Background: an optimization exercise with open tools, aiming at small area. Do not read the settings as production practice.
RTL that was checked went through simulation tests only; none was proved equivalent to the original.
The RTL of run 2 was laid out without a check of its function.
Power is estimated from default activity; no workload was simulated.

$ cat config.mk
export PLATFORM = sky130hd
export DESIGN_NAME = tiny_cache_vlog
export DESIGN_NICKNAME = tiny_cache_vlog
export VERILOG_FILES = /design/flow/design.v
export SDC_FILE = /design/flow/constraint.sdc
export NUM_CORES = 4
export LEC_CHECK = 0
export CAP_MARGIN = 0
export CORE_MARGIN = 2
export CORE_UTILIZATION = 65
export PLACE_DENSITY = 0.75
export SLEW_MARGIN = 0
$ cat constraint.sdc
create_clock -name core_clock -period 6.0 [get_ports {clk}]
set_input_delay 1.2000 -clock core_clock [delete_from_list [all_inputs] [get_ports {clk}]]
set_output_delay 1.2000 -clock core_clock [all_outputs]
set_load 0.01 [all_outputs]
$ cat design.v
module tiny_cache_vlog (
   input        clk,
   input  [7:0] cpu_address,
   input        cpu_rd,
   input        cpu_wr,
   input        reset,
   output       cpuwait,
   output [7:0] memory_address,
   output       memory_rd,
   output       memory_wr,
   input  [7:0] cpu_data_in,
   output [7:0] cpu_data_out,
   input  [7:0] memory_data_in,
   output [7:0] memory_data_out
);
reg st_write, st_miss, st_reset;
reg [7:0]  data_q [0:15];
reg [3:0]  tag_q  [0:15];
reg [15:0] valid;
wire [3:0] idx = cpu_address[3:0];
wire [15:0] sel;
assign memory_address  = cpu_address;
assign memory_data_out = cpu_data_in;
assign memory_rd       = st_miss;
assign memory_wr       = st_write;
wire st_hit = ~(st_write | st_miss | st_reset);
wire fill   = ~reset & (st_write | st_miss);
wire clear  = ~reset & st_reset;
wire [7:0] fill_data = st_miss ? memory_data_in : cpu_data_in;
reg [7:0] rd_data;
reg [3:0] rd_tag;
reg       rd_valid;
integer k;
always @(*) begin
   rd_data  = 8'd0;
   rd_tag   = 4'd0;
   rd_valid = 1'b0;
   for (k = 0; k < 16; k = k + 1) begin
      rd_data  = rd_data  | ({8{sel[k]}} & data_q[k]);
      rd_tag   = rd_tag   | ({4{sel[k]}} & tag_q[k]);
      rd_valid = rd_valid | (sel[k] & valid[k]);
   end
end
assign cpu_data_out = rd_data;
assign cpuwait = cpu_rd & (~rd_valid | (rd_tag != cpu_address[7:4]));
always @(posedge clk) begin
   st_reset <= reset;
   st_miss  <= ~reset & st_hit & cpuwait;
   st_write <= ~reset & st_hit & ~cpuwait & cpu_wr;
end
genvar i;
generate
   for (i = 0; i < 16; i = i + 1) begin : g_line
      assign sel[i] = (idx == i);
      always @(posedge clk) begin
         if (fill & sel[i]) begin
            data_q[i] <= fill_data;
            tag_q[i]  <= cpu_address[7:4];
         end
         valid[i] <= ~clear & (valid[i] | (fill & sel[i]));
      end
   end
endgenerate
endmodule
$ cat flow/run.sh
#!/bin/bash
# Own layout flow: the standard flow (standard.sh) with
#  - an area-oriented ABC script for the combinational logic,
#  - buf_1 cells as the port buffers,
#  - gate resizing not limited to same-footprint cells,
#  - clock tree synthesis without dummy loads, with clkbuf_4 buffers and clusters of at most 12 sinks.
# Each tool's full output stays in orfs/logs; make's own output goes to
# flow_make.log in the work folder.
set -euo pipefail
W=$(pwd)
export OWN_WORK=$W
export OWN_ABC_SCRIPT=$W/flow/abc_area.script
bash standard.sh \
  SYNTH_SCRIPT=$W/flow/synth.tcl \
  MATCH_CELL_FOOTPRINT=0 \
  "BUFFER_PORTS_ARGS=-buffer_cell sky130_fd_sc_hd__buf_1" \
  "CTS_ARGS=-sink_clustering_enable -repair_clock_nets -dont_use_dummy_load -sink_clustering_size 12 -sink_clustering_max_diameter 50 -sink_clustering_buffer sky130_fd_sc_hd__clkbuf_4 -buf_list {sky130_fd_sc_hd__clkbuf_4}" \
  finish > $W/flow_make.log 2>&1
$ cat flow/abc_area.script
&get -n
&st
&dch
&nf -R 1000
&put
$ cat flow/synth.tcl
# The standard synthesis (synth_recipe.tcl in the work folder), with one
# change: the combinational mapping uses an area-recovering ABC script.
# Registers are mapped before this step, so their names and cells are the
# standard synthesis's.
proc abc {args} {
  set i [lsearch -exact $args -script]
  if {$i >= 0} { lset args [expr {$i + 1}] $::env(OWN_ABC_SCRIPT) }
  yosys abc {*}$args
}
source $::env(OWN_WORK)/synth_recipe.tcl
$ cat standard.sh
#!/bin/bash
# synth_recipe.tcl (not shown) runs the flow's synth.tcl, then flattens the netlist and writes it again
# the make line also repeats each setting of config.mk as NAME=value (left out here)
make -C /OpenROAD-flow-scripts/flow DESIGN_CONFIG=/design/flow/config.mk WORK_HOME=/design/flow/orfs CLKGATE_MAP_FILE= SYNTH_SCRIPT=/design/flow/synth_recipe.tcl "${@:-finish}"
==> metrics.md, run 1 <==
| Metric | Value |
|---|---|
| Die height | 113 um |
| Vias in the first global route | 4389 |
| CP arrival | 4.46 ns |
| CP Capture Type | output port |
| Largest net degree at the start of global routing | 20 |
| Maximum single-stage delay on the critical path | 0.43 ns |
| Setup Fix Bufs, Post-CTS | 0 |
| Post-Syn Area | 0.00773 mm2 |
| RR Startpoint | tag_q[2][1] |
| Rows | 39 |
| Worst Path Buf+Inv | 2 |
| Max Cap Viol | 0 |
| DR pass1 iterations | 16 |
| Layout Nets | 554 |
| Clock tree sinks | 211 |
| Register bit total from synthesis | 211 |
| Reg clk slew, reported paths | 0.11 ns |
| Residual DRC | 0 |
| Synth Net Count | 462 |
| Static leakage power | 2.66 nW |
| CTS H-tree lvls | 1 |
| IO Pins | 55 |
| Cell with the most instances after synthesis | edfxtp_1 |
| Fmax | 177 MHz |
| WHS Endpoint | valid[12] |
| GR Util All Layers | 24.1% |
| Hold crit path type | reg -> reg |
| Initial antenna violation count | 1 |
| # hold bufs at CTS | 0 |
| Slew Viols, Final | 0 |
| Post-CTS Resized | 0 |
| Total clock buffers created by CTS | 21 |
| DPL Wire Length | 10400 um |
| DP Area | 0.00832 mm2 |
| Mapped Avg Cell Area | 17.8 um2 |
| Status | complete, no violations |
| Largest delay share family, worst path | compound AO/OA/AOI/OAI gates |
| Top cells by count, synth | edfxtp_1, a221o_1, nand2_1, a222oi_1, dfxtp_1 |
| Crit-path most repeated cell | a221o_1 |
| FFs w/ async S/R, synth | 0% |
| HP Start | valid[12] |
| Area leader, netlist | edfxtp_1 |
| Share of layout cells above drive strength 1 | 13.2% |
| TritonCTS clock tree | yes |
| Worst path required time | 4.80 ns |
| Post-Synthesis Cells | 434 |
| Die area | 0.0128 mm2 |
| Drt total wl | roughly 15000 um |
| Setup Skew | 0.0313 ns |
| Reg2Reg Depth | 12 |
| Power Dens Cells | 274 mW/mm2 |
| Cell area after layout | about 0.0085 mm2 |
| First-pass GRT wire length | 23500 um |
| Worst Setup Start Kind | primary input |
| Final Hold Vio Count | 0 |
| Tcrit/Tclk final | 94.4% |
| Top FF cell, synth | edfxtp_1 |
| Routability cong. | 0.834 |
| First-iteration detailed-routing DRC count | 568 |
| CP max stage cell | buf_1 |
| CP Cell Sequence | buf_1, nor3_1, a222oi_1, nand4_1, a221o_1, a221o_1, a221o_1, a221o_1, a221oi_1, nor2_1, a21oi_1, o21ai_0, o21a_1, buf_1 |
| Routed vias | 4447 |
| Die W | 113 um |
| Hold_ws | 0.483 ns |
| Kind of critical path | in -> out |
| Relative slew slack | a little under a fifth |
| Largest cells by area after synthesis | edfxtp_1, a221o_1, dfxtp_1, a222oi_1, nand2_1 |
| WL/cell | 22.9 um |
| Area Growth Syn to Fin | 9.66% |
| Reg-to-Reg End | st_miss |
| Hold Path Cell Cnt | 1 |
| Post-synth EDFFs | 192 |
| Unrepaired setup endpoints after global routing | no |
| R2r setup slk | 2.99 ns |
| Drt via density | about 6.7 |
| Setup TNS | 0 ns |
| Total grt overflow | 0 |
| CTS root buffer | clkbuf_4 |
| Tightest Pin Transition | between 1 and 1.5 ns |
| Post-synthesis sequential area ratio | between 70% and 80% |
| Synth cell types | 26 |
| Starting Density | 67.2% |
| Fillers | 732 |
| Core area | 0.0115 mm2 |
| PortBufs | 54 |
| IR drop worst, VDD | 0.000209 V |
| Ys Warns | 3 |
| Antenna viol nets, final | 0 |
| Worst Path Max Fanout | 11 |
| Post-synth top area share | 74.6% |
| Clock latency (worst-skew pair) | 0.60 ns |
| Tmin final | between 5 and 6 ns |
| Max clock buf depth | 3 |
| Setup-failing EPs final | 0 |
## metrics by stage
stage / utilization (%) / setup slack, ns / power (mW) / cells
finish: 73.6 / 0.338 / 2.32 / 668
global route: 73.6 / 0.116 / 2.40 / 668
global placement: 72.3 / 0.484 / 1.79 / 646
floorplan: - / 1.00 / 1.74 / 434
CTS: 73.6 / 0.382 / 2.33 / 667
detailed placement: 72.3 / 0.386 / 1.80 / 646
## layer usage
layer  share of wire (%)  up-vias  track usage [%]  wire length, um
li1                    -     2020                -                -
met1                  40     2187             34.0             6060
met2                  50      212             39.2             7560
met3                 8.1       28             4.23             1230
met4                 2.7        0             7.80              415
met5                   0        -                0                0
## how the worst max path moves through the flow
stage | cells past startpoint | slack [ns] | end | start
4_1_cts | 14 | 0.38 | cpuwait | cpu_address[3]
5_1_grt | 14 | 0.12 | cpuwait | cpu_address[3]
6_report | 14 | 0.34 | cpuwait | cpu_address[3]
3_5_place_dp | 14 | 0.39 | cpuwait | cpu_address[3]
3_3_place_gp | 14 | 0.48 | cpuwait | cpu_address[3]
2_1_floorplan | 13 | 1.00 | cpuwait | cpu_address[0]
## state kept, by name, summed over array words and instances (netlist names)
name      count
valid        16
st_miss       1
tag_q        64
data_q      128
st_reset      1
st_write      1
## cell usage in the layout, fill, tap and decap left out
cell	Yosys	routed
dfxtp_1	19	19
buf_1	0	54
a22o_1	1	1
and2_0	1	1
nand2b_1	5	5
nor3_1	15	6
nand2_1	35	35
o21bai_2	0	1
mux2_1	8	8
a222oi_1	25	25
or2_0	1	1
a22oi_1	6	6
buf_4	16	31
clkinv_1	1	1
o21ai_0	1	1
nor3_2	0	9
nand3_1	6	6
xor2_1	1	1
edfxtp_1	192	192
nor2_1	14	14
a221o_1	38	38
diode_2	0	1
and3_1	1	1
a21boi_0	3	3
o21a_1	17	17
nor4_2	0	7
clkbuf_4	0	21
nand4_1	9	9
a21oi_1	4	4
nor4_1	8	1
a221oi_1	6	6
## where the power goes
part	internal [mW]	switching [mW]	leakage, nW
Combinational	0.0550	0.0939	0.681
Clock	0.162	0.394	0.0966
Sequential	1.61	0.00356	1.88
Total	1.83	0.491	2.66
## final cells by class
cell class                 count  area (um2)  share of cell area, %
inverter                       1        3.75                 0.0443
tap                          143         179                   2.11
multi-input combinational    206        1560                   18.4
clock buffer                  21         158                   1.86
timing repair buffer          85         435                   5.13
sequential                   211        6150                   72.5
antenna                        1        2.50                 0.0295
## logic make-up after synthesis
kind of cell / after synthesis / synth area share, %
compound gates: 102 / 11.9
xor+xnor: 1 / 0.113
buf+inv: 17 / 1.60
flops: 211 / 79.5
mux: 8 / 1.16
simple gates: 95 / 5.76
==> run 2, diff against run 1 <==
--- a/design.v
+++ b/design.v
@@ -19,6 +19,7 @@
 reg [15:0] valid;
 wire [3:0] idx = cpu_address[3:0];
 wire [15:0] sel;
+wire [3:0] lo, hi;    
 assign memory_address  = cpu_address;
 assign memory_data_out = cpu_data_in;
 assign memory_rd       = st_miss;
@@ -50,15 +51,29 @@
 end
 genvar i;
 generate
+   for (i = 0; i < 4; i = i + 1) begin : g_predec
+      assign lo[i] = (idx[1:0] == i);
+      assign hi[i] = (idx[3:2] == i);
+   end
    for (i = 0; i < 16; i = i + 1) begin : g_line
-      assign sel[i] = (idx == i);
+      wire we;
+      tiny_cache_and3 u_we (.a(fill), .b(lo[i % 4]), .c(hi[i / 4]), .y(we));
+      assign sel[i] = lo[i % 4] & hi[i / 4];
       always @(posedge clk) begin
-         if (fill & sel[i]) begin
+         if (we) begin
             data_q[i] <= fill_data;
             tag_q[i]  <= cpu_address[7:4];
          end
-         valid[i] <= ~clear & (valid[i] | (fill & sel[i]));
+         valid[i] <= ~clear & (valid[i] | we);
       end
    end
 endgenerate
 endmodule
+module tiny_cache_and3 (
+   input  a,
+   input  b,
+   input  c,
+   output y
+);
+assign y = a & b & c;
+endmodule
==> flow/run.sh (replaced) <==
#!/bin/bash
# Own layout flow: the standard flow (standard.sh) with
#  - an area-oriented ABC script for the combinational logic, with the
#    write-enable AND gates (module tiny_cache_and3) mapped on their own,
#  - buf_1 cells as the port buffers,
#  - gate resizing not limited to same-footprint cells,
#  - clock tree synthesis without dummy loads, with clkbuf_8 buffers only.
# Each tool's full output stays in orfs/logs; make's own output goes to
# flow_make.log in the work folder.
set -euo pipefail
W=$(pwd)
export OWN_WORK=$W
export OWN_ABC_SCRIPT=$W/flow/abc_area.script
bash standard.sh \
  SYNTH_SCRIPT=$W/flow/synth.tcl \
  MATCH_CELL_FOOTPRINT=0 \
  SYNTH_KEEP_MODULES=tiny_cache_and3 \
  "BUFFER_PORTS_ARGS=-buffer_cell sky130_fd_sc_hd__buf_1" \
  "CTS_ARGS=-repair_clock_nets -dont_use_dummy_load -buf_list {sky130_fd_sc_hd__clkbuf_8}" \
  finish > $W/flow_make.log 2>&1
==> run 2 against run 1 <==
Against the previous run:
- critical path type unchanged
- via count rose by 4.3%
- utilization rose by 0.087 points
- combinational power barely moved
- clock skew fell by 0.014 ns
- die area rose by 0.42%
- sequential power barely moved
==> metrics.md, run 2 <==
| Metric | Value |
|---|---|
| Most common cell after layout, fill and taps aside | edfxtp_1 (unchanged) |
| # hold bufs at CTS | 0 (unchanged) |
| First-pass GRT wire length | 25600 um (was 23500 um) |
| Total clock buffers created by CTS | 17 (was 21) |
| Largest delay share family, worst path | compound AO/OA/AOI/OAI gates (unchanged) |
| Relative slew slack | 43.6% (was 18.8%) |
| Worst Path Buf+Inv | 5 (was 2) |
| Antenna viol nets, final | 0 (unchanged) |
| WHS Endpoint | valid[11] (was valid[12]) |
| Synth Area in XOR/XNOR | 0.226% (was 0.113%) |
| Total grt overflow | 0 (unchanged) |
| Post-synthesis mux area share | 1.16% (about the same) |
| Register bit total from synthesis | 211 (unchanged) |
| Residual DRC | 0 (unchanged) |
| Top flop regs | data_q (128), tag_q (64), valid (16) (unchanged) |
| Slew Viols, Final | 0 (unchanged) |
| Ys Warns | 3 (unchanged) |
| Kind of critical path | in -> out (unchanged) |
| Crit-path most repeated cell | a221o_1 (unchanged) |
| Top cells by count, synth | edfxtp_1, nor2_1, nand2_1, a221o_1, a222oi_1 (was edfxtp_1, a221o_1, nand2_1, a222oi_1, dfxtp_1) |
| First-iteration detailed-routing DRC count | 565 (was 568) |
| Fmax | 176 MHz (was 177 MHz) |
| Routability cong. | 0.917 (was 0.834) |
| FFs w/ async S/R, synth | 0% (unchanged) |
| Status | complete, no violations (unchanged) |
| Setup TNS | 0 ns (unchanged) |
| Hold Path Cell Cnt | 2 (was 1) |
| CP Cell Sequence | buf_1, buf_4, nand2b_1, nor3_1, buf_4, a222oi_1, nand4_1, a221o_1, a221o_1, a221o_1, a221o_1, a221oi_1, xnor2_1, o41ai_2, clkinv_1, buf_1 (was buf_1, nor3_1, a222oi_1, nand4_1, a221o_1, a221o_1, a221o_1, a221o_1, a221oi_1, nor2_1, a21oi_1, o21ai_0, o21a_1, buf_1) |
| RR Startpoint | tag_q[0][3] (was tag_q[2][1]) |
| Synth Area in Adders | 0% (unchanged) |
| Die W | 113 um (about the same) |
| Maximum single-stage delay on the critical path | 0.37 ns (was 0.43 ns) |
| Post-Syn Area | 0.00777 mm2 (was 0.00773 mm2) |
| CTS H-tree lvls | 4 (was 1) |
| PortBufs | 54 (unchanged) |
| Tightest Pin Transition | 0.846 ns (was 1.21 ns) |
| Setup-failing EPs final | 0 (unchanged) |
| Worst path required time | 4.80 ns (about the same) |
| Reg clk slew, reported paths | 0.09 ns (was 0.11 ns) |
| Final Hold Vio Count | 0 (unchanged) |
| Die area | 0.0128 mm2 (about the same) |
| WL/cell | 24.7 um (was 22.9 um) |
| Clock latency (worst-skew pair) | 0.46 ns (was 0.60 ns) |
| IR drop worst, VDD | 0.000200 V (was 0.000209 V) |
| Area Growth Syn to Fin | 9.31% (was 9.66%) |
| Commonest non-fill, non-tap cells in the layout | edfxtp_1, buf_1, nor2_1 (was edfxtp_1, buf_1, a221o_1) |
| Synth Area in Compound Gates | 9.70% (was 11.9%) |
| Unrepaired setup endpoints after global routing | no (unchanged) |
| Area leader, netlist | edfxtp_1 (unchanged) |
| DR pass1 iterations | 6 (was 16) |
| Tcrit/Tclk final | 94.9% (was 94.4%) |
| DPL Wire Length | 10800 um (was 10400 um) |
| Die height | 113 um (about the same) |
| Rows | 39 (unchanged) |
| Hold crit path type | reg -> reg (unchanged) |
| CTS root buffer | clkbuf_8 (was clkbuf_4) |
| IO Pins | 55 (unchanged) |
| Reg2Reg Depth | 13 (was 12) |
| Largest net degree at the start of global routing | 19 (was 20) |
| R2r setup slk | 2.71 ns (was 2.99 ns) |
| Starting Density | 67.4% (was 67.2%) |
| Clock tree sinks | 211 (unchanged) |
| Share of layout cells above drive strength 1 | 8.49% (was 13.2%) |
| Reg with most FFs | data_q (unchanged) |
| CP max stage cell | o41ai_2 (was buf_1) |
| Worst setup margin | 0.309 ns (was 0.338 ns) |
| Post-synth EDFFs | 192 (unchanged) |
| Routed vias | 4639 (was 4447) |
| Drt via density | 6.77 (was 6.66) |
| Vias in the first global route | 4473 (was 4389) |
| Layout Nets | 572 (was 554) |
| Finished Core Util | 73.7% (was 73.6%) |
| Synth Area in Simple Gates | 7.91% (was 5.76%) |
| Reg-to-Reg End | st_write (was st_miss) |
| Setup Skew | 0.0177 ns (was 0.0313 ns) |
| Mapped Avg Cell Area | 16.8 um2 (was 17.8 um2) |
| Drt total wl | 16900 um (was 15300 um) |
| Post-synthesis sequential area ratio | 79.1% (was 79.5%) |
| Static leakage power | 2.79 nW (was 2.66 nW) |
| Largest cells by area after synthesis | edfxtp_1, dfxtp_1, a221o_1, a222oi_1, nor2_1 (was edfxtp_1, a221o_1, dfxtp_1, a222oi_1, nand2_1) |
| CP arrival | 4.49 ns (was 4.46 ns) |
| GR Util All Layers | 28.0% (was 24.1%) |
| Max clock buf depth | 2 (was 3) |
| Max Cap Viol | 0 (unchanged) |
| Power Dens Cells | 283 mW/mm2 (was 274 mW/mm2) |
| Cell with the most instances after synthesis | edfxtp_1 (unchanged) |
| Top FF cell, synth | edfxtp_1 (unchanged) |
| Largest family of logic cells by synthesized area | compound AO/OA/AOI/OAI gates (unchanged) |
| CP Capture Type | output port (unchanged) |
| Tmin final | 5.69 ns (was 5.66 ns) |
| HP Start | valid[11] (was valid[12]) |
| Synth cell types | 25 (was 26) |
| Dpl ws | 0.0629 ns (was 0.386 ns) |
| Synth Net Count | 489 (was 462) |
| N_diodes | 0 (was 1) |
| Worst Setup Start Kind | primary input (unchanged) |
| Initial antenna violation count | 0 (was 1) |
| Core area | 0.0115 mm2 (unchanged) |
| Post-synth top area share | 74.2% (was 74.6%) |
| Largest register FFs | 128 (unchanged) |
| Worst Path Max Fanout | 10 (was 11) |
| TritonCTS clock tree | yes (unchanged) |
| Post-Synthesis Cells | 461 (was 434) |
run 2: cell count changes after synthesis, moves of 2 or more:
cell and change:
clkinv_1 +6, a21boi_0 -3, nand2_1 +7, and3_1 +17, nor3_1 -9, o21a_1 -17, xnor2_1 +2, nor2_1 +35
nand3_1 -4, nor4_1 -7, a221o_1 -8, a222oi_1 +4
run 2: report_power, final:
part	internal (mW)	switching [mW]
clock	0.251	0.392
combinational	0.0526	0.0929
sequential	1.61	0.00375
total	1.92	0.489
run 2: final cells by class:
| cell class | instances | area, um2 |
|---|---|---|
| timing repair buffer | 80 | 410 |
| inverter | 7 | 26.3 |
| tap | 143 | 179 |
| clock buffer | 17 | 234 |
| sequential | 211 | 6150 |
| fill | 703 | 3030 |
| multi-input combinational | 227 | 1500 |
run 2: modules after synthesis (local to each module, per instance):
module / cells / times used
tiny_cache_vlog: 445 / 1
tiny_cache_and3: 1 / 16
run 2: how the worst max path moves through the flow:
stage                     slack, ns      end            from  cells past startpoint
final                          0.31  cpuwait  cpu_address[0]                     16
after global routing           0.11  cpuwait  cpu_address[0]                     16
after CTS                      0.04  cpuwait  cpu_address[0]                     17
after detailed placement       0.06  cpuwait  cpu_address[0]                     17
after global placement         0.22  cpuwait  cpu_address[0]                     17
after floorplan                0.74  cpuwait  cpu_address[0]                     14
run 2: timing repair:
action,in CTS,in global routing
gates resized for setup,0,2
setup buffers,0,1
setup endpoints to repair,0,1
run 2: kinds of logic after synthesis:
logic type	after synthesis
xor+xnor	2
buf+inv	23
simple gates	136
flops	211
compound gates	81
mux	8
run 2: layer usage:
| layer | global-route usage [%] | vias up | wire, um |
|---|---|---|---|
| li1 | - | 2033 | - |
| met1 | 40.1 | 2261 | 6290 |
| met2 | 44.3 | 307 | 8410 |
| met3 | 5.57 | 38 | 1770 |
| met4 | 9.35 | 0 | 457 |
| met5 | 0 | - | 0 |
run 2: tightest hold or removal path, stage by stage, from the launching register on:
cell and delay (ns):
dfxtp_1 0.34, nor2_1 0.05, nor2_1 0.07
run 2: through the flow:
stage	area (um2)	hold slack, ns	total power, mW	std cells
3_3_place_gp	8240	0.449	1.79	667
3_5_place_dp	8240	0.461	1.79	667
5_1_grt	8490	0.511	2.48	685
2_1_floorplan	7770	0.439	1.73	461
6_report	8490	0.480	2.40	685
4_1_cts	8470	0.481	2.41	684
==> run 3, diff against run 2 <==
--- a/design.v
+++ b/design.v
@@ -19,7 +19,7 @@
 reg [15:0] valid;
 wire [3:0] idx = cpu_address[3:0];
 wire [15:0] sel;
-wire [3:0] lo, hi;    
+wire [3:0] lo_n, hi_n;    
 assign memory_address  = cpu_address;
 assign memory_data_out = cpu_data_in;
 assign memory_rd       = st_miss;
@@ -52,13 +52,13 @@
 genvar i;
 generate
    for (i = 0; i < 4; i = i + 1) begin : g_predec
-      assign lo[i] = (idx[1:0] == i);
-      assign hi[i] = (idx[3:2] == i);
+      assign lo_n[i] = (idx[1:0] != i);
+      assign hi_n[i] = (idx[3:2] != i);
    end
    for (i = 0; i < 16; i = i + 1) begin : g_line
       wire we;
-      tiny_cache_and3 u_we (.a(fill), .b(lo[i % 4]), .c(hi[i / 4]), .y(we));
-      assign sel[i] = lo[i % 4] & hi[i / 4];
+      tiny_cache_nor2 u_sel (.a(lo_n[i % 4]), .b(hi_n[i / 4]), .y(sel[i]));
+      tiny_cache_and2 u_we  (.a(sel[i]), .b(fill), .y(we));
       always @(posedge clk) begin
          if (we) begin
             data_q[i] <= fill_data;
@@ -69,11 +69,17 @@
    end
 endgenerate
 endmodule
-module tiny_cache_and3 (
+module tiny_cache_nor2 (
    input  a,
    input  b,
-   input  c,
    output y
 );
-assign y = a & b & c;
+assign y = ~(a | b);
 endmodule
+module tiny_cache_and2 (
+   input  a,
+   input  b,
+   output y
+);
+assign y = a & b;
+endmodule
==> flow/run.sh (replaced) <==
#!/bin/bash
# Own layout flow: the standard flow (standard.sh) with
#  - an area-oriented ABC script for the combinational logic, with the
#    line select and write-enable gates (modules tiny_cache_nor2 and
#    tiny_cache_and2) mapped on their own,
#  - buf_1 cells as the port buffers,
#  - gate resizing not limited to same-footprint cells,
#  - placement that is not timing-driven, with synthesis buffers removed first,
#  - clock tree synthesis without dummy loads, with clkbuf_4 buffers and clusters of at most 10 sinks.
# Each tool's full output stays in orfs/logs; make's own output goes to
# flow_make.log in the work folder.
set -euo pipefail
W=$(pwd)
export OWN_WORK=$W
export OWN_ABC_SCRIPT=$W/flow/abc_area.script
bash standard.sh \
  SYNTH_SCRIPT=$W/flow/synth.tcl \
  MATCH_CELL_FOOTPRINT=0 \
  "SYNTH_KEEP_MODULES=tiny_cache_nor2 tiny_cache_and2" \
  PRE_GLOBAL_PLACE_TCL=$W/flow/pre_gpl.tcl \
  "BUFFER_PORTS_ARGS=-buffer_cell sky130_fd_sc_hd__buf_1" \
  "CTS_ARGS=-sink_clustering_enable -repair_clock_nets -dont_use_dummy_load -sink_clustering_size 10 -sink_clustering_max_diameter 40 -sink_clustering_buffer sky130_fd_sc_hd__clkbuf_4 -buf_list {sky130_fd_sc_hd__clkbuf_4}" \
  finish > $W/flow_make.log 2>&1
==> flow/pre_gpl.tcl (new file) <==
# Before global placement: take out the buffers synthesis put on the
# port-to-port feedthroughs (timing-driven placement, which would do this,
# is off); buffer_ports then buffers every port as usual.
remove_buffers
==> config.mk (replaced) <==
export PLATFORM = sky130hd
export DESIGN_NAME = tiny_cache_vlog
export DESIGN_NICKNAME = tiny_cache_vlog
export VERILOG_FILES = /design/flow/design.v
export SDC_FILE = /design/flow/constraint.sdc
export NUM_CORES = 4
export LEC_CHECK = 0
export CAP_MARGIN = 15
export CORE_MARGIN = 2
export CORE_UTILIZATION = 75
export GPL_TIMING_DRIVEN = 0
export PLACE_DENSITY = 0.85
export SLEW_MARGIN = 15
==> run 3 against run 2 <==
Against the previous run:
- still clean
- clock skew increased by 0.0079 ns
- area after synthesis decreased by 0.82%
- synthesized cell count decreased by 3.3%
- design area decreased by 3.0%
==> metrics.md, run 3 <==
| Metric | Value |
|---|---|
| Routed vias | 4545 (was 4639) |
| Area Growth Syn to Fin | 6.89% (was 9.31%) |
| Tightest Pin Transition | 1.29 ns (was 0.846 ns) |
| Synth Area in XOR/XNOR | 0.227% (was 0.226%) |
| PortBufs | 54 (unchanged) |
| Static leakage power | 2.54 nW (was 2.79 nW) |
| Top flop regs | data_q (128), tag_q (64), valid (16) (unchanged) |
| Power Dens Cells | 282 mW/mm2 (was 283 mW/mm2) |
| Top FF cell, synth | edfxtp_1 (unchanged) |
| FFs w/ async S/R, synth | 0% (unchanged) |
| Post-synthesis sequential area ratio | 79.8% (was 79.1%) |
| Post-synth top area share | 74.8% (was 74.2%) |
| First-iteration detailed-routing DRC count | 733 (was 565) |
| IO Pins | 55 (unchanged) |
| Synth Area in Simple Gates | 7.54% (was 7.91%) |
| Die height | 105 um (was 113 um) |
| Top cells by count, synth | edfxtp_1, nor2_1, a222oi_1, nand2_1, dfxtp_1 (was edfxtp_1, nor2_1, nand2_1, a221o_1, a222oi_1) |
| Max Cap Viol | 0 (unchanged) |
| Reg with most FFs | data_q (unchanged) |
| Hold crit path type | reg -> reg (unchanged) |
| Residual DRC | 0 (unchanged) |
| Ys Warns | 3 (unchanged) |
| CP max stage cell | a222oi_1 (was o41ai_2) |
| Synth Area in Compound Gates | 9.58% (was 9.70%) |
| TritonCTS clock tree | yes (unchanged) |
| Post-synth EDFFs | 192 (unchanged) |
| Tmin final | 5.79 ns (was 5.69 ns) |
| Largest delay share family, worst path | compound AO/OA/AOI/OAI gates (unchanged) |
| CP arrival | 4.59 ns (was 4.49 ns) |
| Area leader, netlist | edfxtp_1 (unchanged) |
| N_diodes | 0 (unchanged) |
| Mapped Avg Cell Area | 17.3 um2 (was 16.8 um2) |
| Final Hold Vio Count | 0 (unchanged) |
| Routability cong. | 0.763 (was 0.917) |
| Tcrit/Tclk final | 96.6% (was 94.9%) |
| Fmax | 173 MHz (was 176 MHz) |
| Antenna viol nets, final | 0 (unchanged) |
| DPL Wire Length | 9970 um (was 10800 um) |
| Setup-failing EPs final | 0 (unchanged) |
| Die area | 0.0111 mm2 (was 0.0128 mm2) |
| Status | complete, no violations (unchanged) |
| Total grt overflow | 0 (unchanged) |
| Max clock buf depth | 3 (was 2) |
| Vias in the first global route | 4535 (was 4473) |
| Hold_ws | 0.486 ns (was 0.480 ns) |
| Largest family of logic cells by synthesized area | compound AO/OA/AOI/OAI gates (unchanged) |
| Most common cell after layout, fill and taps aside | edfxtp_1 (unchanged) |
| Post-synthesis mux area share | 1.17% (was 1.16%) |
| Share of layout cells above drive strength 1 | 8.37% (was 8.49%) |
| First-pass GRT wire length | 24800 um (was 25600 um) |
| Core area | 0.00986 mm2 (was 0.0115 mm2) |
| Post-Syn Area | 0.00770 mm2 (was 0.00777 mm2) |
| Synth cell types | 26 (was 25) |
| Relative slew slack | 13.4% (was 43.6%) |
| Kind of critical path | in -> out (unchanged) |
| CTS H-tree lvls | 1 (was 4) |
| IR drop worst, VDD | 0.000192 V (was 0.000200 V) |
| Post-Synthesis Cells | 446 (was 461) |
| Slew Viols, Final | 0 (unchanged) |
| CP Cell Sequence | buf_1, nand2b_2, nor2_2, a222oi_1, nand4_1, a221o_1, a221o_1, a221o_1, a221o_1, a221oi_2, xor2_1, o2111ai_1, o21ai_1, clkinv_1, buf_1 (was buf_1, buf_4, nand2b_1, nor3_1, buf_4, a222oi_1, nand4_1, a221o_1, a221o_1, a221o_1, a221o_1, a221oi_1, xnor2_1, o41ai_2, clkinv_1, buf_1) |
| Maximum single-stage delay on the critical path | 0.41 ns (was 0.37 ns) |
| Total clock buffers created by CTS | 25 (was 17) |
| CTS root buffer | clkbuf_4 (was clkbuf_8) |
| Largest register FFs | 128 (unchanged) |
| Cell with the most instances after synthesis | edfxtp_1 (unchanged) |
| CP Capture Type | output port (unchanged) |
| Largest net degree at the start of global routing | 20 (was 19) |
| Worst Path Buf+Inv | 3 (was 5) |
| Layout Nets | 544 (was 572) |
| DR pass1 iterations | 6 (unchanged) |
| Worst Setup Start Kind | primary input (unchanged) |
| Synth Net Count | 474 (was 489) |
| Setup Skew | 0.0256 ns (was 0.0177 ns) |
| Finished Core Util | 83.5% (was 73.7%) |
| Reg clk slew, reported paths | 0.10 ns (was 0.09 ns) |
| Commonest non-fill, non-tap cells in the layout | edfxtp_1, buf_1, nor2_1 (unchanged) |
| Largest cells by area after synthesis | edfxtp_1, a222oi_1, dfxtp_1, nor2_1, a221o_1 (was edfxtp_1, dfxtp_1, a221o_1, a222oi_1, nor2_1) |
| Clock tree sinks | 211 (unchanged) |
| Starting Density | 78.1% (was 67.4%) |
| Clock latency (worst-skew pair) | 0.59 ns (was 0.46 ns) |
| Initial antenna violation count | 0 (unchanged) |
| Worst Path Max Fanout | 14 (was 10) |
| GR Util All Layers | 30.3% (was 28.0%) |
| Drt total wl | 16400 um (was 16900 um) |
| WL/cell | 25.4 um (was 24.7 um) |
| # hold bufs at CTS | 0 (unchanged) |
| Rows | 36 (was 39) |
| Die W | 105 um (was 113 um) |
| Register bit total from synthesis | 211 (unchanged) |
| Worst path required time | 4.80 ns (about the same) |
| Drt via density | 7.02 (was 6.77) |
| Synth Area in Adders | 0% (unchanged) |
| Crit-path most repeated cell | a221o_1 (unchanged) |
run 3: cell count changes after synthesis, moves of 4 or more:
cell and delta:
nor2_1 +4, nand3_1 +7, clkinv_1 -4, nand4_1 -4, nor3_1 -6, and3_1 -15
a222oi_1 +9, and2_0 +16, and4_1 +4, nand2_1 -17, a221o_1 -18, a22oi_1 +10
run 3: path summary, 6_finish.rpt:
kind                to  cells after the start  slack, ns           start
max reg2reg   st_write                     13       2.72     tag_q[0][3]
max            cpuwait                     15       0.21  cpu_address[1]
min          valid[10]                      2       0.49       valid[10]
min reg2reg  valid[10]                      2       0.49       valid[10]
run 3: final cells by class:
cell class / instances / area [um2]
Tap cell: 133 / 166
Fill cell: 478 / 1630
Inverter: 3 / 11.3
Multi-Input combinational cell: 216 / 1470
Clock buffer: 25 / 188
Timing Repair Buffer: 59 / 251
Sequential cell: 211 / 6150
run 3: logic make-up (layout without fill, tap and decap cells):
kind of cell,Yosys count,count (layout)
xor gates and xnor gates,2,2
and+or+nand+nor,124,124
DFF,211,211
muxes,8,8
AOI/OAI and AO/OA,82,82
buffers and inverters,19,87
run 3: per-layer routing:
metal	GRT usage, %	wire [um]	vias to the layer above
li1	-	-	1971
met1	42.0	5790	2210
met2	49.1	8350	326
met3	5.75	1870	38
met4	11.1	403	0
met5	0	0	-
run 3: through the flow:
| step | setup WS (ns) | TNS [ns] | total power, mW | instances | instance area, um2 |
|---|---|---|---|---|---|
| 3_3_place_gp | 0.0826 | 0 | 1.76 | 617 | 7950 |
| 2_1_floorplan | 0.938 | 0 | 1.72 | 446 | 7700 |
| 4_1_cts | 0.0193 | 0 | 2.33 | 642 | 8150 |
| 3_5_place_dp | -0.130 | -0.130 | 1.77 | 617 | 7960 |
| 6_report | 0.207 | 0 | 2.32 | 647 | 8230 |
| 5_1_grt | -0.00929 | -0.00929 | 2.39 | 647 | 8230 |
run 3: worst reg2reg max path, delay by kind of cell, from the launching register on:
kind                   cells  cell delay, ns
AO/OA/AOI/OAI              9            2.26
AND/OR/NAND/NOR            3            0.41
buffers and inverters      1            0.14
flip-flops                 1            0.38
run 3: per-module statistics from Yosys, one instance, submodules excluded:
module | cells | copies in the design | flops+latches | area [um2]
tiny_cache_and2 | 1 | 16 | 0 | 6.26
tiny_cache_vlog | 414 | 1 | 211 | 7540
tiny_cache_nor2 | 1 | 16 | 0 | 3.75
run 3: report_power, final:
part | internal (mW) | total [mW] | switching, mW
Combinational | 0.0407 | 0.127 | 0.0866
Clock | 0.192 | 0.579 | 0.388
Sequential | 1.61 | 1.62 | 0.00365
Total | 1.84 | 2.32 | 0.478
run 3: timing repair:
item                                    in CTS  in global routing
pin swaps                                    0                  3
resized for setup                            4                  9
buffers inserted                             0                  1
endpoints found under the setup margin       1                  1
==> run 4, diff against run 3 <==
--- a/config.mk
+++ b/config.mk
@@ -7,7 +7,7 @@
 export LEC_CHECK = 0
 export CAP_MARGIN = 15
 export CORE_MARGIN = 2
-export CORE_UTILIZATION = 75
+export CORE_UTILIZATION = 65
 export GPL_TIMING_DRIVEN = 0
-export PLACE_DENSITY = 0.85
+export PLACE_DENSITY = 0.75
 export SLEW_MARGIN = 15
==> run 4 against run 3 <==
Against the previous run:
- still clean on timing, DRC and antenna
- register-to-register slack improved by 0.02 ns
- setup slack improved by 0.098 ns
- sequential power about the same
- fmax increased by 1.7%
- total power increased by 0.73%
- critical path depth unchanged
- sequential share of layout area increased by 0.15 points
- combinational power about the same
- area after synthesis unchanged
- sequential cell count unchanged
- critical path type unchanged
==> metrics.md, run 4 <==
| Metric | Value |
|---|---|
| Area leader, netlist | edfxtp_1 (unchanged) |
| # hold bufs at CTS | 0 (unchanged) |
| Antenna viol nets, final | 0 (unchanged) |
| Commonest non-fill, non-tap cells in the layout | edfxtp_1, buf_1, nor2_1 (unchanged) |
| Setup-failing EPs final | 0 (unchanged) |
| Top cells by count, synth | edfxtp_1, nor2_1, a222oi_1, nand2_1, dfxtp_1 (unchanged) |
| Status | complete, no violations (unchanged) |
| Largest net degree at the start of global routing | 20 (unchanged) |
| CP arrival | 4.50 ns (was 4.59 ns) |
| Mapped Avg Cell Area | 17.3 um2 (unchanged) |
| Area Growth Syn to Fin | 6.68% (was 6.89%) |
| Core area | 0.0115 mm2 (was 0.00986 mm2) |
| Worst path required time | 4.80 ns (about the same) |
| Clock latency (worst-skew pair) | 0.59 ns (about the same) |
| Die W | 113 um (was 105 um) |
| Fmax | 176 MHz (was 173 MHz) |
| Starting Density | 66.9% (was 78.1%) |
| Setup TNS | 0 ns (unchanged) |
| Most common cell after layout, fill and taps aside | edfxtp_1 (unchanged) |
| WL/cell | 24.7 um (was 25.4 um) |
| Crit-path most repeated cell | a221o_1 (unchanged) |
| Hold crit path type | reg -> reg (unchanged) |
| Post-Syn Area | 0.00770 mm2 (unchanged) |
| IO Pins | 55 (unchanged) |
| First-iteration detailed-routing DRC count | 663 (was 733) |
| Static leakage power | 2.53 nW (was 2.54 nW) |
| Drt total wl | 16200 um (was 16400 um) |
| Share of layout cells above drive strength 1 | 8.40% (was 8.37%) |
| Routed vias | 4430 (was 4545) |
| Rows | 39 (was 36) |
| FFs w/ async S/R, synth | 0% (unchanged) |
| Synth Net Count | 474 (unchanged) |
| Relative slew slack | 19.3% (was 13.4%) |
| TritonCTS clock tree | yes (unchanged) |
| Max clock buf depth | 3 (unchanged) |
| DPL Wire Length | 9730 um (was 9970 um) |
| Top flop regs | data_q (128), tag_q (64), valid (16) (unchanged) |
| Post-synthesis sequential area ratio | 79.8% (unchanged) |
| Worst Path Buf+Inv | 3 (unchanged) |
| CP max stage cell | a222oi_1 (unchanged) |
| Largest delay share family, worst path | compound AO/OA/AOI/OAI gates (unchanged) |
| GR Util All Layers | 26.1% (was 30.3%) |
| Die area | 0.0127 mm2 (was 0.0111 mm2) |
| Layout Nets | 542 (was 544) |
| Fillers | 715 (was 478) |
| Die height | 113 um (was 105 um) |
| Top FF cell, synth | edfxtp_1 (unchanged) |
| CP Capture Type | output port (unchanged) |
| Ys Warns | 3 (unchanged) |
| Largest cells by area after synthesis | edfxtp_1, a222oi_1, dfxtp_1, nor2_1, a221o_1 (unchanged) |
| Residual DRC | 0 (unchanged) |
| Synth cell types | 26 (unchanged) |
| CTS H-tree lvls | 1 (unchanged) |
| Max Cap Viol | 0 (unchanged) |
| First-pass GRT wire length | 24900 um (was 24800 um) |
| DP Area | 0.00798 mm2 (was 0.00796 mm2) |
| Final Hold Vio Count | 0 (unchanged) |
| Setup Skew | 0.0261 ns (was 0.0256 ns) |
| Reg clk slew, reported paths | 0.09 ns (was 0.10 ns) |
| Worst Setup Start Kind | primary input (unchanged) |
| Kind of critical path | in -> out (unchanged) |
| N_diodes | 0 (unchanged) |
| Tmin final | 5.70 ns (was 5.79 ns) |
| IR drop worst, VDD | 0.000202 V (was 0.000192 V) |
| Routability cong. | 0.765 (was 0.763) |
| Tcrit/Tclk final | 94.9% (was 96.6%) |
| Total clock buffers created by CTS | 26 (was 25) |
| Multi-input logic area | 0.00146 mm2 (was 0.00147 mm2) |
| Cell with the most instances after synthesis | edfxtp_1 (unchanged) |
| Total grt overflow | 0 (unchanged) |
| Maximum single-stage delay on the critical path | 0.36 ns (was 0.41 ns) |
| CP Cell Sequence | buf_1, or2_4, nor2_2, a222oi_1, nand4_1, a221o_1, a221o_1, a221o_1, a221o_1, a221oi_1, xor2_1, o2111ai_1, o21ai_1, clkinv_1, buf_1 (was buf_1, nand2b_2, nor2_2, a222oi_1, nand4_1, a221o_1, a221o_1, a221o_1, a221o_1, a221oi_2, xor2_1, o2111ai_1, o21ai_1, clkinv_1, buf_1) |
| Reg with most FFs | data_q (unchanged) |
| Worst Path Max Fanout | 14 (unchanged) |
| Post-synth EDFFs | 192 (unchanged) |
| Power Dens Cells | 285 mW/mm2 (was 282 mW/mm2) |
| Slew Viols, Final | 0 (unchanged) |
| Initial antenna violation count | 0 (unchanged) |
| Clock tree sinks | 211 (unchanged) |
| PortBufs | 54 (unchanged) |
| Cell area after layout | 0.00822 mm2 (was 0.00823 mm2) |
| Post-Synthesis Cells | 446 (unchanged) |
| DR pass1 iterations | 17 (was 6) |
| Reg area | 0.00615 mm2 (unchanged) |
| CTS root buffer | clkbuf_4 (unchanged) |
| Drt via density | 6.76 (was 7.02) |
| Register bit total from synthesis | 211 (unchanged) |
| Largest register FFs | 128 (unchanged) |
| Vias in the first global route | 4516 (was 4535) |
| Post-synth top area share | 74.8% (unchanged) |
| Tightest Pin Transition | 1.21 ns (was 1.29 ns) |
[run 4: cell types whose count changed in the layout (fill, tap and decap cells not counted), moves of 2 or more]
cell,previous run,this run
buf_4,3,0
nor2_2,6,9
a221oi_1,6,8
a221oi_2,2,0
buf_1,54,52
clkbuf_2,0,2
nor2_1,46,44
[run 4: worst paths after layout]
kind | startpoint | endpoint | slack [ns] | cells after the start
worst min-delay path | valid[5] | valid[5] | 0.49 | 2
worst max register to register | tag_q[0][1] | st_write | 2.74 | 12
worst min register to register | valid[5] | valid[5] | 0.49 | 2
worst max-delay path | cpu_address[3] | cpuwait | 0.30 | 15
[run 4: cell type report]
| cell class | count | area share (%) |
|---|---|---|
| inverter | 3 | 0.137 |
| clock buffer | 26 | 2.38 |
| timing repair buffer | 56 | 2.77 |
| tap | 143 | 2.18 |
| sequential | 211 | 74.8 |
| multi-input combinational | 216 | 17.8 |
[run 4: worst min-delay path, cell delays in order (launching register included)]
cell and delay (ns):
dfxtp_1 0.34, nor2_1 0.05, nor2_1 0.07
[run 4: power breakdown]
group          switching (mW)  leakage [nW]  internal (mW)  total [mW]
Clock                   0.399         0.120          0.200       0.599
Combinational          0.0850         0.529         0.0398       0.125
Sequential            0.00363          1.88           1.61        1.62
[run 4: per-stage QoR]
stage          hold slack (ns)  worst slack [ns]  util [%]  power (mW)  std cells
2_1_floorplan            0.440             0.938         -        1.72        446
3_3_place_gp             0.449            0.0714      69.2        1.77        627
3_5_place_dp             0.464          -0.00709      69.3        1.77        628
4_1_cts                  0.487            0.0177      71.0        2.35        654
5_1_grt                  0.520          -0.00609      71.4        2.42        655
6_report                 0.485             0.304      71.4        2.34        655
[run 4: timing repair]
action / CTS / global route
gates resized for setup: 1 / 9
setup endpoints to repair: 1 / 1
buffers inserted: 0 / 0
[run 4: cell families (layout without fill, tap and decap cells)]
kind of cell / count (synthesis) / after routing / share of synthesized area (%)
compound gates: 82 / 82 / 9.58
simple gates: 124 / 124 / 7.54
mux: 8 / 8 / 1.17
xor+xnor: 2 / 2 / 0.227
flops: 211 / 211 / 79.8
buf+inv: 19 / 85 / 1.71
[run 4: metal layers]
layer	GRT usage [%]	part of all wire (%)	vias to the layer above
li1	-	-	1962
met1	36.6	40	2196
met2	41.5	49	237
met3	3.91	7.9	35
met4	11.7	2.8	0
met5	0	0	-
[run 4: modules after synthesis (local to each module, per instance)]
module	cells inside	flip-flops and latches	times used	cell area, um2
tiny_cache_and2	1	0	16	6.26
tiny_cache_nor2	1	0	16	3.75
tiny_cache_vlog	414	211	1	7540
==> run 5, diff against run 4 <==
==> flow/abc_area.script (replaced) <==
strash
dc2
&get -n
&dch -f
&nf -R 1000
&put
--- a/config.mk
+++ b/config.mk
@@ -5,9 +5,9 @@
 export SDC_FILE = /design/flow/constraint.sdc
 export NUM_CORES = 4
 export LEC_CHECK = 0
-export CAP_MARGIN = 15
+export CAP_MARGIN = 0
 export CORE_MARGIN = 2
 export CORE_UTILIZATION = 65
 export GPL_TIMING_DRIVEN = 0
 export PLACE_DENSITY = 0.75
-export SLEW_MARGIN = 15
+export SLEW_MARGIN = 0
==> run 5 against run 4 <==
Against the previous run:
- utilization up 0.074 points
- global-route usage rose by 3.4 points
- register-to-register slack better by 0.19 ns
- combinational power fell by 5%
- sequential cell count stayed put
- area after synthesis shrank 0.37%
- still clean on timing, DRC and antenna
- worst hold slack lost 0.0041 ns
- highest routed layer unchanged
- sequential power about the same
- fmax shrank 1.7%
- synthesized cell count fell by 0.90%
==> metrics.md, run 5 <==
| Metric | Value |
|---|---|
| Post-Syn Area | 0.00767 mm2 (was 0.00770 mm2) |
| Starting Density | 66.9% (about the same) |
| Total grt overflow | 0 (unchanged) |
| CP Capture Type | output port (unchanged) |
| Worst Path Max Fanout | 14 (unchanged) |
| Setup TNS | 0 ns (unchanged) |
| CTS root buffer | clkbuf_4 (unchanged) |
| # hold bufs at CTS | 0 (unchanged) |
| GR Util All Layers | 29.4% (was 26.1%) |
| Commonest non-fill, non-tap cells in the layout | edfxtp_1, buf_1, a222oi_1 (was edfxtp_1, buf_1, nor2_1) |
| Power Dens Cells | 286 mW/mm2 (was 285 mW/mm2) |
| First-pass GRT wire length | 27100 um (was 24900 um) |
| Die height | 113 um (about the same) |
| Clock tree sinks | 211 (unchanged) |
| Sequential Power Share | 69.1% (about the same) |
| Post-synthesis sequential area ratio | 80.1% (was 79.8%) |
| Hold crit path type | reg -> reg (unchanged) |
| Clock latency (worst-skew pair) | 0.62 ns (was 0.59 ns) |
| Total clock buffers created by CTS | 25 (was 26) |
| Worst setup margin | 0.207 ns (was 0.304 ns) |
| Tcrit/Tclk final | 96.5% (was 94.9%) |
| Hold Path Cell Cnt | 2 (unchanged) |
| Fmax | 173 MHz (was 176 MHz) |
| Largest register FFs | 128 (unchanged) |
| DPL Wire Length | 10300 um (was 9730 um) |
| CP arrival | 4.59 ns (was 4.50 ns) |
| Setup Fix Bufs, Post-CTS | 0 (unchanged) |
| Worst path required time | 4.80 ns (about the same) |
| P_sw | 0.500 mW (was 0.488 mW) |
| DR pass1 iterations | 6 (was 17) |
| Drt via density | 7.15 (was 6.76) |
| N_diodes | 0 (unchanged) |
| Tmin final | 5.79 ns (was 5.70 ns) |
| DP Area | 0.00798 mm2 (about the same) |
| Post-synth EDFFs | 192 (unchanged) |
| Share of layout cells above drive strength 1 | 7.87% (was 8.40%) |
| Reg with most FFs | data_q (unchanged) |
| Cell with the most instances after synthesis | edfxtp_1 (unchanged) |
| Post-CTS Resized | 0 (was 1) |
| Cell area after layout | 0.00819 mm2 (was 0.00822 mm2) |
| First-iteration detailed-routing DRC count | 862 (was 663) |
| Synth cell types | 25 (was 26) |
| Reg clk slew, reported paths | 0.09 ns (about the same) |
| Maximum single-stage delay on the critical path | 1.08 ns (was 0.36 ns) |
| Residual DRC | 0 (unchanged) |
| Reg2Reg Depth | 3 (was 12) |
| Worst Setup Start Kind | primary input (unchanged) |
| Slew Viols, Final | 0 (unchanged) |
| Setup Skew | 0.0239 ns (was 0.0261 ns) |
| CP max stage cell | nor2_1 (was a222oi_1) |
| Die W | 113 um (about the same) |
| Final Power | 2.34 mW (about the same) |
| Mapped Avg Cell Area | 17.4 um2 (was 17.3 um2) |
| Largest cells by area after synthesis | edfxtp_1, a222oi_1, dfxtp_1, nor2_1, a22oi_1 (was edfxtp_1, a222oi_1, dfxtp_1, nor2_1, a221o_1) |
| Vias in the first global route | 4555 (was 4516) |
| FFs w/ async S/R, synth | 0% (unchanged) |
| Fillers | 729 (was 715) |
| IR drop worst, VDD | 0.000161 V (was 0.000202 V) |
| Max Cap Viol | 0 (unchanged) |
| Max clock buf depth | 3 (unchanged) |
| Register bit total from synthesis | 211 (unchanged) |
| Comb pwr share | 5.1% (was 5.3%) |
| Routability cong. | 0.777 (was 0.765) |
| Critical path depth | 11 (was 15) |
| Cell Int Power | 1.84 mW (was 1.85 mW) |
| CTS H-tree lvls | 1 (unchanged) |
| Top flop regs | data_q (128), tag_q (64), valid (16) (unchanged) |
| IO Pins | 55 (unchanged) |
| Antenna viol nets, final | 0 (unchanged) |
| Rows | 39 (unchanged) |
| Layout Nets | 538 (was 542) |
| Initial antenna violation count | 0 (unchanged) |
| Tightest Pin Transition | 1.45 ns (was 1.21 ns) |
| CP Cell Sequence | buf_1, nand2b_1, nor2_1, a222oi_1, nand4_1, nor2_1, a22oi_1, nand2_1, o41ai_1, clkinv_1, buf_1 (was buf_1, or2_4, nor2_2, a222oi_1, nand4_1, a221o_1, a221o_1, a221o_1, a221o_1, a221oi_1, xor2_1, o2111ai_1, o21ai_1, clkinv_1, buf_1) |
| Relative slew slack | 3.20% (was 19.3%) |
| Largest delay share family, worst path | simple AND/OR/NAND/NOR gates (was compound AO/OA/AOI/OAI gates) |
| Post-Synthesis Cells | 442 (was 446) |
| WL/cell | 28.5 um (was 24.7 um) |
| Post-synth top area share | 75.1% (was 74.8%) |
| Core area | 0.0115 mm2 (about the same) |
| Area leader, netlist | edfxtp_1 (unchanged) |
| Routed vias | 4654 (was 4430) |
| Ys Warns | 3 (unchanged) |
| Kind of critical path | in -> out (unchanged) |
| TritonCTS clock tree | yes (unchanged) |
| Unrepaired setup endpoints after global routing | no |
| Synth Net Count | 470 (was 474) |
| Die area | 0.0127 mm2 (about the same) |
| Sw Share | 21.4% (was 20.8%) |
| Setup-failing EPs final | 0 (unchanged) |
| Drt total wl | 18500 um (was 16200 um) |
| Dpl ws | 0.138 ns (was -0.00709 ns) |
| Top FF cell, synth | edfxtp_1 (unchanged) |
| Static leakage power | 2.51 nW (was 2.53 nW) |
| Final Hold Vio Count | 0 (unchanged) |
| Worst Path Buf+Inv | 3 (unchanged) |
| Clock share of power | 25.8% (was 25.6%) |
| Top cells by count, synth | edfxtp_1, nor2_1, a222oi_1, a22oi_1, nand2_1 (was edfxtp_1, nor2_1, a222oi_1, nand2_1, dfxtp_1) |
| PortBufs | 54 (unchanged) |
| Status | complete, no violations (unchanged) |
| Largest net degree at the start of global routing | 20 (unchanged) |
| Area Growth Syn to Fin | 6.73% (was 6.68%) |
| Most common cell after layout, fill and taps aside | edfxtp_1 (unchanged) |
-- run 5: layout make-up --
| class | instances | area [um2] | share of cell area (%) |
|---|---|---|---|
| inverters | 1 | 3.75 | 0.0458 |
| well taps | 143 | 179 | 2.18 |
| repair buffers | 57 | 240 | 2.93 |
| multi-input cells | 214 | 1440 | 17.5 |
| flip-flops and latches | 211 | 6150 | 75.0 |
| clock buffers | 25 | 188 | 2.29 |
-- run 5: power groups by stage --
stage	logic, mW	clock network [mW]	registers (mW)
floorplan	0.0714	0	1.65
global placement	0.109	0	1.65
detailed placement	0.116	0	1.65
CTS	0.116	0.610	1.62
global route	0.130	0.667	1.62
finish	0.119	0.604	1.62
-- run 5: cell families after synthesis --
group	synth area share [%]
compound gates	9.39
xor+xnor	0.114
buf+inv	1.61
flops	80.1
mux	1.17
simple gates	7.63
-- run 5: per-stage QoR --
step / util [%] / std cells / hold WS (ns)
after floorplan: - / 442 / 0.440
after global placement: 69.2 / 623 / 0.448
after detailed placement: 69.6 / 625 / 0.459
after CTS: 71.2 / 650 / 0.486
after global routing: 71.4 / 651 / 0.519
final: 71.4 / 651 / 0.481
-- run 5: modules after synthesis, one instance, submodules excluded --
module	cells inside	copies in the design	cell area, um2
tiny_cache_nor2	1	16	3.75
tiny_cache_and2	1	16	6.26
tiny_cache_vlog	410	1	7510
-- run 5: tightest hold or removal path, delay by kind of cell (launching register included) --
family           cells  cell delay (ns)
flip-flops           1             0.34
AND/OR/NAND/NOR      2             0.12
-- run 5: routing by layer --
metal	vias up	wire [um]	part of all wire, %	GRT usage [%]
li1	1952	-	-	-
met1	2278	6810	37	44.5
met2	364	8670	47	43.8
met3	60	2430	13	4.97
met4	0	642	3.5	12.0
met5	-	0	0	0
-- run 5: path summary, 6_finish.rpt --
kind / start / to / slack, ns
hold reg to reg: valid[11] / valid[11] / 0.48
setup / recovery: cpu_address[3] / cpuwait / 0.21
hold / removal: valid[11] / valid[11] / 0.48
setup reg to reg: st_miss / data_q[13][1] / 2.93
==> run 6, diff against run 5 <==
==> flow/abc_area.script (replaced) <==
&get -n
&st
&dch
&nf -R 1000
&put
==> run 6 against run 5 <==
Against the previous run:
- die area increased by 0.36%
- clock power down 2%
- critical endpoint unchanged
- total power shrank 0.33%
- critical path depth increased by 5
- first-iteration DRC count shrank 18%
- still clean
- sequential power about the same
- final cell count rose by 0.31%
- sequential share of layout area increased by 0.18 points
- via count decreased by 5.4%
- fmax increased by 1.5%
- highest routed layer unchanged
- design area down 0.24%
==> metrics.md, run 6 <==
| Metric | Value |
|---|---|
| Status | complete, no violations (unchanged) |
| Kind of critical path | in -> out (unchanged) |
| Cell with the most instances after synthesis | edfxtp_1 (unchanged) |
| Top flop regs | data_q (128), tag_q (64), valid (16) (unchanged) |
| IR drop worst, VDD | 0.000200 V (was 0.000161 V) |
| Sw Share | 21.0% (was 21.4%) |
| IO Pins | 55 (unchanged) |
| N_diodes | 0 (unchanged) |
| Routed vias | 4403 (was 4654) |
| Ys Warns | 3 (unchanged) |
| Largest cells by area after synthesis | edfxtp_1, a222oi_1, dfxtp_1, nor2_1, a221o_1 (was edfxtp_1, a222oi_1, dfxtp_1, nor2_1, a22oi_1) |
| Most common cell after layout, fill and taps aside | edfxtp_1 (unchanged) |
| Setup crit end | cpuwait (unchanged) |
| Vias in the first global route | 4445 (was 4555) |
| Post-synth top area share | 74.8% (was 75.1%) |
| TritonCTS clock tree | yes (unchanged) |
| Static leakage power | 2.51 nW (about the same) |
| First-pass GRT wire length | 24700 um (was 27100 um) |
| Dpl cells | 627 (was 625) |
| Tmin final | 5.71 ns (was 5.79 ns) |
| Setup Fix Bufs, Post-CTS | 0 (unchanged) |
| # hold bufs at CTS | 0 (unchanged) |
| Residual DRC | 0 (unchanged) |
| Cell area after layout | 0.00817 mm2 (was 0.00819 mm2) |
| Setup-failing EPs final | 0 (unchanged) |
| Sequential Power Share | 69.3% (was 69.1%) |
| DP Area | 0.00797 mm2 (was 0.00798 mm2) |
| Layout Nets | 540 (was 538) |
| Hold crit path type | reg -> reg (unchanged) |
| Total grt overflow | 0 (unchanged) |
| Drt total wl | 16000 um (was 18500 um) |
| Post-Synthesis Cells | 446 (was 442) |
| Clock latency (worst-skew pair) | 0.60 ns (was 0.62 ns) |
| Antenna viol nets, final | 0 (unchanged) |
| Routability cong. | 0.765 (was 0.777) |
| DR pass1 iterations | 17 (was 6) |
| Mapped Avg Cell Area | 17.3 um2 (was 17.4 um2) |
| Total clock buffers created by CTS | 25 (unchanged) |
| Die height | 113 um (about the same) |
| FFs w/ async S/R, synth | 0% (unchanged) |
| Clock tree sinks | 211 (unchanged) |
| Rows | 39 (unchanged) |
| Final Power | 2.33 mW (was 2.34 mW) |
| Hold_ws | 0.487 ns (was 0.481 ns) |
| Area Growth Syn to Fin | 6.07% (was 6.73%) |
| Synth Net Count | 474 (was 470) |
| Core area | 0.0115 mm2 (about the same) |
| P_sw | 0.489 mW (was 0.500 mW) |
| GR Util All Layers | 25.9% (was 29.4%) |
| Die W | 113 um (about the same) |
| Reg2Reg Depth | 13 (was 3) |
| PortBufs | 54 (unchanged) |
| HP Start | valid[14] (was valid[11]) |
| Relative slew slack | 6.19% (was 3.20%) |
| DPL Wire Length | 9630 um (was 10300 um) |
| First-iteration detailed-routing DRC count | 709 (was 862) |
| CTS root buffer | clkbuf_4 (unchanged) |
| Reg clk slew, reported paths | 0.10 ns (was 0.09 ns) |
| R2r setup slk | 2.79 ns (was 2.93 ns) |
| Reg-to-Reg End | st_write (was data_q[13][1]) |
| Worst path required time | 4.80 ns (about the same) |
| Worst Setup Start Kind | primary input (unchanged) |
| Max clock buf depth | 3 (unchanged) |
| Share of layout cells above drive strength 1 | 5.69% (was 7.87%) |
| Largest register FFs | 128 (unchanged) |
| RR Startpoint | tag_q[0][3] (was st_miss) |
| CP arrival | 4.51 ns (was 4.59 ns) |
| Post-synth EDFFs | 192 (unchanged) |
| Reg area | 0.00615 mm2 (unchanged) |
| Unrepaired setup endpoints after global routing | no (unchanged) |
| Reg with most FFs | data_q (unchanged) |
| Largest net degree at the start of global routing | 20 (unchanged) |
| Setup Skew | 0.0327 ns (was 0.0239 ns) |
| Worst Path Max Fanout | 14 (unchanged) |
| Top cells by count, synth | edfxtp_1, nor2_1, a222oi_1, nand2_1, dfxtp_1 (was edfxtp_1, nor2_1, a222oi_1, a22oi_1, nand2_1) |
| Tcrit/Tclk final | 95.1% (was 96.5%) |
| Setup TNS | 0 ns (unchanged) |
| Register bit total from synthesis | 211 (unchanged) |
| WL/cell | 24.5 um (was 28.5 um) |
| Multi-input logic area | 0.00143 mm2 (was 0.00144 mm2) |
| Starting Density | 66.9% (about the same) |
| Drt via density | 6.74 (was 7.15) |
| Slew Viols, Final | 0 (unchanged) |
| CP Capture Type | output port (unchanged) |
| Max Cap Viol | 0 (unchanged) |
| Crit path from | cpu_address[3] (unchanged) |
| Synth cell types | 26 (was 25) |
| Commonest non-fill, non-tap cells in the layout | edfxtp_1, buf_1, nor2_1 (was edfxtp_1, buf_1, a222oi_1) |
| Comb pwr share | 5.2% (was 5.1%) |
| Die area | 0.0127 mm2 (about the same) |
| Fillers | 727 (was 729) |
| Cell Int Power | 1.84 mW (about the same) |
| Power Dens Cells | 285 mW/mm2 (was 286 mW/mm2) |
| Post-synthesis sequential area ratio | 79.8% (was 80.1%) |
| Post-CTS Resized | 0 (unchanged) |
| Non-filler instance count after layout | 653 (was 651) |
| Top FF cell, synth | edfxtp_1 (unchanged) |
| Area leader, netlist | edfxtp_1 (unchanged) |
| Initial antenna violation count | 0 (unchanged) |
| CTS H-tree lvls | 1 (unchanged) |
| Clock share of power | 25.5% (was 25.8%) |
| Tightest Pin Transition | 1.40 ns (was 1.45 ns) |
| Post-Syn Area | 0.00770 mm2 (was 0.00767 mm2) |
| Fmax | 175 MHz (was 173 MHz) |
| Final Hold Vio Count | 0 (unchanged) |
[run 6: through the flow]
stage               setup slack [ns]  util, %
finish                         0.293     71.0
global placement              0.0714     69.2
detailed placement            0.0260     69.2
global route                  0.0121     71.0
CTS                           0.0103     70.8
floorplan                      0.938        -
[run 6: area by class of cell]
class / instances / share of cell area [%]
sequential: 211 / 75.2
timing repair buffer: 55 / 2.62
inverter: 3 / 0.138
multi-input combinational: 216 / 17.5
clock buffer: 25 / 2.30
tap: 143 / 2.19
[run 6: critical path: stages]
cell	delay [ns]
buf_1	0.17
or2_1	0.23
nor2_2	0.20
a222oi_1	0.36
nand4_1	0.14
a221o_1	0.33
a221o_1	0.28
a221o_1	0.27
a221o_1	0.26
a221oi_1	0.29
nor2_1	0.08
a21oi_1	0.13
o21ai_0	0.11
o21ai_1	0.22
clkinv_1	0.11
buf_1	0.14
[run 6: power groups by stage]
stage          Sequential (mW)  Combinational, mW  Clock (mW)
6_report                  1.62              0.122       0.594
5_1_grt                   1.62              0.136       0.657
4_1_cts                   1.62              0.122       0.603
3_5_place_dp              1.65              0.121           0
3_3_place_gp              1.65              0.117           0
2_1_floorplan             1.65             0.0763           0
[run 6: worst min-delay path by stage]
stage	end	slack [ns]	cells after the start
final	valid[14]	0.49	2
after global routing	valid[10]	0.51	2
after CTS	valid[14]	0.49	2
after detailed placement	valid[14]	0.46	2
after global placement	valid[10]	0.45	2
after floorplan	valid[10]	0.44	2
[run 6: logic make-up (layout without fill, tap and decap cells)]
kind of cell / Yosys count / after routing / synth area share, %
XOR/XNOR: 2 / 2 / 0.227
flip-flops: 211 / 211 / 79.8
buffers and inverters: 19 / 83 / 1.71
AO/OA/AOI/OAI: 82 / 82 / 9.58
AND/OR/NAND/NOR: 124 / 124 / 7.54
multiplexers: 8 / 8 / 1.17
[run 6: metal layers]
layer  routed length [um]  part of all wire (%)  vias to the layer above  global-route usage, %
met1                 6290                    39                     2154                   36.9
met2                 7740                    48                      257                   41.8
met5                    0                     0                        -                      0
met3                 1550                   9.7                       33                   3.27
met4                  445                   2.8                        0                   10.2
li1                     -                     -                     1959                      -
[run 6: modules after synthesis (local to each module, per instance)]
module	cells inside	flops+latches	copies in the design	area, um2
tiny_cache_and2	1	0	16	6.26
tiny_cache_vlog	414	211	1	7540
tiny_cache_nor2	1	0	16	3.75

## static timing again, ports no longer ideal
The flow's constraints put no driver on any port. The routed layouts listed below were extracted and timed again, unchanged, in two steps. Step 1 assumes that a clkbuf_16 drives the clock port and a buf_2 every other input. Step 2 times the ports against the registers' clock, not the clock port: input delays grow and output delays shrink by t, the midpoint of the rising clock arrivals with the driver on. a / b / c = no drivers / after step 1 / after step 2; a / b = the first two.
run	t, ns	setup slack, ns	worst register clock-pin slew, ns
run 1	0.623	0.338 / 0.314 / 0.314	0.12 / 0.12
run 2	0.484	0.309 / 0.289 / 0.289	0.09 / 0.09
run 3	0.603	0.207 / 0.182 / 0.182	0.10 / 0.10
run 4	0.599	0.304 / 0.281 / 0.281	0.11 / 0.11
run 5	0.637	0.207 / 0.186 / 0.186	0.11 / 0.11
run 6	0.613	0.293 / 0.271 / 0.271	0.11 / 0.11
After both steps setup and hold are still met in every run listed. The setup slack of run 3, which loses most, moves by -0.025 ns with the drivers and by -0.025 ns with both steps.
